Source: an optimization exercise on an open RTL-to-GDS flow (aim: small area). Production flows keep margins and buffers that such runs may drop.
The RTL was checked by simulation tests, not by an equivalence proof against the original design.

job 101:
==> flow/design.v (excerpt) <==
module CPU_Top #(
    parameter DATA_WIDTH = 32,
    parameter ADDR_WIDTH = 8
) (
    input clk,
    input reset,
    input [DATA_WIDTH-1:0] instruction_data,
    input [DATA_WIDTH-1:0] read_data,
    output [ADDR_WIDTH-1:0] instruction_address,
    output [ADDR_WIDTH-1:0] data_address,
    output [DATA_WIDTH-1:0] write_data,
    output write_enable
);
    localparam FETCH = 3'd0, DECODE = 3'd1, EXECUTE = 3'd2, MEMORY = 3'd3, WRITEBACK = 3'd4;
    reg  [2:0]  state;
    reg  [31:0] ir;
    reg  [31:0] mdr;
    reg  [7:0]  mar;
    reg  [7:0]  pc;
    reg  [31:0] wd_q;       
    wire s_f = state == FETCH;
    wire s_d = state == DECODE;
    wire s_e = state == EXECUTE;
    wire s_m = state == MEMORY;
    wire s_w = state == WRITEBACK;
    wire [4:0] opcode = ir[31:27];
    wire [4:0] rd     = ir[26:22];
    wire [4:0] rs1    = ir[21:17];
    wire [4:0] rs2    = ir[16:12];
    wire [7:0] imm8   = ir[7:0];
    wire op_alu   = ~opcode[4];
    wire op_load  = opcode == 5'b10000;
    wire op_store = opcode == 5'b10001;
    wire op_jump  = opcode == 5'b10010;
    wire op_ls    = op_load | op_store;
  ...
==> flow/config.mk <==
export PLATFORM = sky130hd
export DESIGN_NAME = CPU_Top
export DESIGN_NICKNAME = CPU_Top
export VERILOG_FILES = /design/flow/design.v
export SDC_FILE = /design/flow/constraint.sdc
export NUM_CORES = 4
export LEC_CHECK = 0
export ABC_AREA = 1
export CAP_MARGIN = 20
export CORE_MARGIN = 2
export CORE_UTILIZATION = 60
export CTS_BUF_LIST = sky130_fd_sc_hd__clkbuf_16
export CTS_CLUSTER_DIAMETER = 100
export CTS_CLUSTER_SIZE = 24
export GPL_ROUTABILITY_DRIVEN = 1
export PLACE_DENSITY = 0.7
export SLEW_MARGIN = 20
==> flow/constraint.sdc <==
create_clock -name core_clock -period 17.5 [get_ports {clk}]
set_input_delay 3.5000 -clock core_clock [delete_from_list [all_inputs] [get_ports {clk}]]
set_output_delay 3.5000 -clock core_clock [all_outputs]
set_load 0.01 [all_outputs]
standard.sh (not shown) runs the stock make flow with config.mk's settings and CLKGATE_MAP_FILE= SYNTH_SCRIPT=/design/flow/synth_recipe.tcl, a recipe that flattens the netlist after the stock synthesis.
==> flow/flow/run.sh <==
#!/bin/bash
# Own layout flow: the standard synthesis, then the combinational logic
# between the (unchanged) registers is re-mapped by ABC for area, then the standard flow's
# standard layout from floorplan to finish on that netlist.
# Each tool's full output goes to a log file of its own in this folder.
set -euo pipefail
WORK=$(pwd)
R=$WORK/orfs/results/$FLOW_PLATFORM/CPU_Top/base

# 1. standard synthesis (registers, their names and cell types come from here)
bash standard.sh synth > "$WORK/log_1_standard_synth.log" 2>&1

# 2. re-map the combinational logic for area
cp "$R/1_2_yosys.v" "$WORK/standard_1_2_yosys.v"
REOPT_IN="$WORK/standard_1_2_yosys.v" REOPT_OUT="$WORK/reopt_1_2_yosys.v" \
REOPT_SCRIPT="$WORK/flow/area.abc" \
  yosys -c flow/reopt.tcl > "$WORK/log_2_reopt.log" 2>&1
cp "$WORK/reopt_1_2_yosys.v" "$R/1_2_yosys.v"
rm -f "$R/1_synth.odb" "$R/1_synth.sdc"
touch "$R/1_2_yosys.v"

# 3. standard layout from the re-mapped netlist
bash standard.sh finish > "$WORK/log_3_standard_layout.log" 2>&1
Other scripts of this flow, unchanged in this note and not shown: flow/flow/area.abc, flow/flow/reopt.tcl
The following lists how job 102 was set up differently from job 101:
-- flow/design.v --
<<< job 101, line 19
    reg  [7:0]  pc;
    reg  [31:0] wd_q;       
    wire s_f = state == FETCH;
    wire s_d = state == DECODE;
>>> job 102, line 19
    reg  [7:0]  pc;
    reg  [31:0] wd_q;       
    reg  [31:1] valid;
    wire s_f = state == FETCH;
    wire s_d = state == DECODE;
<<< job 101, line 91
            if (gg == 0) begin : g3
                reg [31:0] s0, s1, s2;
                reg        v0, v1, v2;      
                always @(posedge clk) begin
                    s0 <= commit_g ? cdata : s2;
>>> job 102, line 92
            if (gg == 0) begin : g3
                reg [31:0] s0, s1, s2;
                always @(posedge clk) begin
                    s0 <= commit_g ? cdata : s2;
<<< job 101, line 97
                    s2 <= s1;
                end
                always @(posedge clk or posedge reset)
                    if (reset)
                        {v0, v1, v2} <= 3'b0;
                    else
                        {v0, v1, v2} <= {commit_g | v2, v0, v1};
                wire [2:0] vq = {v2, v1, v0};
                assign slot_q[1] = s0;
                assign slot_q[2] = s1;
                assign slot_q[3] = s2;
                for (gi = 0; gi < 3; gi = gi + 1) begin : g_sel
                    assign slot_sel[1+gi] = (ridx[4:2] == gg) & rot3[gi] & vq[gi];
                end
            end else begin : g4
                reg [31:0] s0, s1, s2, s3;
                reg        v0, v1, v2, v3;  
                always @(posedge clk) begin
                    s0 <= commit_g ? cdata : s3;
>>> job 102, line 97
                    s2 <= s1;
                end
                assign slot_q[1] = s0;
                assign slot_q[2] = s1;
                assign slot_q[3] = s2;
                for (gi = 0; gi < 3; gi = gi + 1) begin : g_sel
                    assign slot_sel[1+gi] = (ridx[4:2] == gg) & rot3[gi];
                end
            end else begin : g4
                reg [31:0] s0, s1, s2, s3;
                always @(posedge clk) begin
                    s0 <= commit_g ? cdata : s3;
<<< job 101, line 118
                    s3 <= s2;
                end
                always @(posedge clk or posedge reset)
                    if (reset)
                        {v0, v1, v2, v3} <= 4'b0;
                    else
                        {v0, v1, v2, v3} <= {commit_g | v3, v0, v1, v2};
                wire [3:0] vq = {v3, v2, v1, v0};
                assign slot_q[4*gg+0] = s0;
                assign slot_q[4*gg+1] = s1;
>>> job 102, line 111
                    s3 <= s2;
                end
                assign slot_q[4*gg+0] = s0;
                assign slot_q[4*gg+1] = s1;
<<< job 101, line 129
                assign slot_q[4*gg+3] = s3;
                for (gi = 0; gi < 4; gi = gi + 1) begin : g_sel
                    assign slot_sel[4*gg+gi] = (ridx[4:2] == gg) & rot4[gi] & vq[gi];
                end
            end
        end
    endgenerate
    wire r_fwd   = p_v & (p_rd == ridx);
    reg [31:0] ring;
>>> job 102, line 116
                assign slot_q[4*gg+3] = s3;
                for (gi = 0; gi < 4; gi = gi + 1) begin : g_sel
                    assign slot_sel[4*gg+gi] = (ridx[4:2] == gg) & rot4[gi];
                end
            end
        end
    endgenerate
    always @(posedge clk or posedge reset)
        if (reset)
            valid <= 31'b0;
        else if (wn)
            valid[rd] <= 1'b1;
    wire [31:0] valid0 = {valid, 1'b0};
    wire r_valid = valid0[ridx];
    wire r_fwd   = p_v & (p_rd == ridx);
    reg [31:0] ring;
<<< job 101, line 142
            ring = ring | (slot_q[k] & {32{slot_sel[k]}});
    end
    wire [31:0] port = r_fwd ? p_data : ring;
    reg wd_v;
    always @(posedge clk or posedge reset)
>>> job 102, line 136
            ring = ring | (slot_q[k] & {32{slot_sel[k]}});
    end
    wire [31:0] port = {32{r_valid}} & (r_fwd ? p_data : ring);
    reg wd_v;
    always @(posedge clk or posedge reset)
<<< job 101, line 165
    wire inv  = alu & (o1 | o6 | o9 | o11);
    wire cin  = alu & (o1 | o6 | o10);
    wire use_imm = s_f | s_m | (s_e & op_ls);
    wire [31:0] xb = (b & {32{bsel}}) ^ {32{inv}};
    wire [31:0] x = {xb[31:8], use_imm ? imm8 : xb[7:0]};
    wire [31:0] p = a ^ x;
    wire [31:0] g = a & x;
    wire [32:0] c;
    assign c[0] = cin & ~use_imm;
    genvar ci;
    generate for (ci = 0; ci < 32; ci = ci + 1) begin : gc
>>> job 102, line 159
    wire inv  = alu & (o1 | o6 | o9 | o11);
    wire cin  = alu & (o1 | o6 | o10);
    wire [31:0] x = (b & {32{bsel}}) ^ {32{inv}};
    wire [31:0] p = a ^ x;
    wire [31:0] g = a & x;
    wire [32:0] c;
    assign c[0] = cin;
    genvar ci;
    generate for (ci = 0; ci < 32; ci = ci + 1) begin : gc
<<< job 101, line 187
    wire [31:0] shr = {rot & a[0], a[31:1]};
    wire [31:0] alu_r = ({32{sel_s}} & s) | ({32{sel_p}} & p) | ({32{sel_g}} & g) | ({32{sel_n}} & ~(p | g))
                   | ({32{sel_x}} & xb) | ({32{sel_l}} & shl) | ({32{sel_r}} & shr) | {32{o6 & lt}};
    assign alu_out = alu_r;
    wire zero = ~|s;
>>> job 102, line 179
    wire [31:0] shr = {rot & a[0], a[31:1]};
    wire [31:0] alu_r = ({32{sel_s}} & s) | ({32{sel_p}} & p) | ({32{sel_g}} & g) | ({32{sel_n}} & ~(p | g))
                   | ({32{sel_x}} & x) | ({32{sel_l}} & shl) | ({32{sel_r}} & shr) | {32{o6 & lt}};
    assign alu_out = alu_r;
    wire zero = ~|s;
<<< job 101, line 231
        if (s_f | (mem_ls & op_load))
            mdr <= read_data;
    wire [7:0] addr = s[7:0];
    always @(posedge clk or posedge reset)
        if (reset)
>>> job 102, line 223
        if (s_f | (mem_ls & op_load))
            mdr <= read_data;
    wire [7:0] addr = a[7:0] + imm8;
    always @(posedge clk or posedge reset)
        if (reset)
Results
Count of non-CTS buffers in the layout (job 102 over job 101): decrease, 7.3%
A cell with the biggest individual delay on the critical path of sky130_fd_sc_hd__a21oi_1 is what job 101 shows, while sky130_fd_sc_hd__buf_4 belongs to job 102.
Changes observed in job 102 relative to job 101: vias per cell went up 1.1%; setup slack of the critical path after layout +0.56 ns; utilization shows no meaningful change; number of port buffers saw little to no change; clock tree buffer count of the final layout picked up an extra 2.

what the ideal ports hide:
No port has a modelled driver above. Below, the same layouts with a new extraction and two added sets of constraints. Step 1, drivers: a clkbuf_16 drives clk and a buf_2 each remaining input, both assumed. Step 2 adds t to the input delays and takes it off the output delays; t is the mean of the earliest and latest rising clock arrival at the registers after step 1. Input paths then give back, and output paths get back, about the clock's delay inside the block. Slacks: ideal ports / drivers / drivers and shift; pairs: ideal ports / drivers.
run | t (ns) | setup slack, ns | hold slack, ns
job 101 | 0.740 | 0.644 / 0.644 / 0.644 | 0.348 / 0.348 / 0.348
job 102 | 0.734 | 1.203 / 1.203 / 1.203 | 0.340 / 0.340 / 0.340
After both steps setup and hold are still met in every run listed.
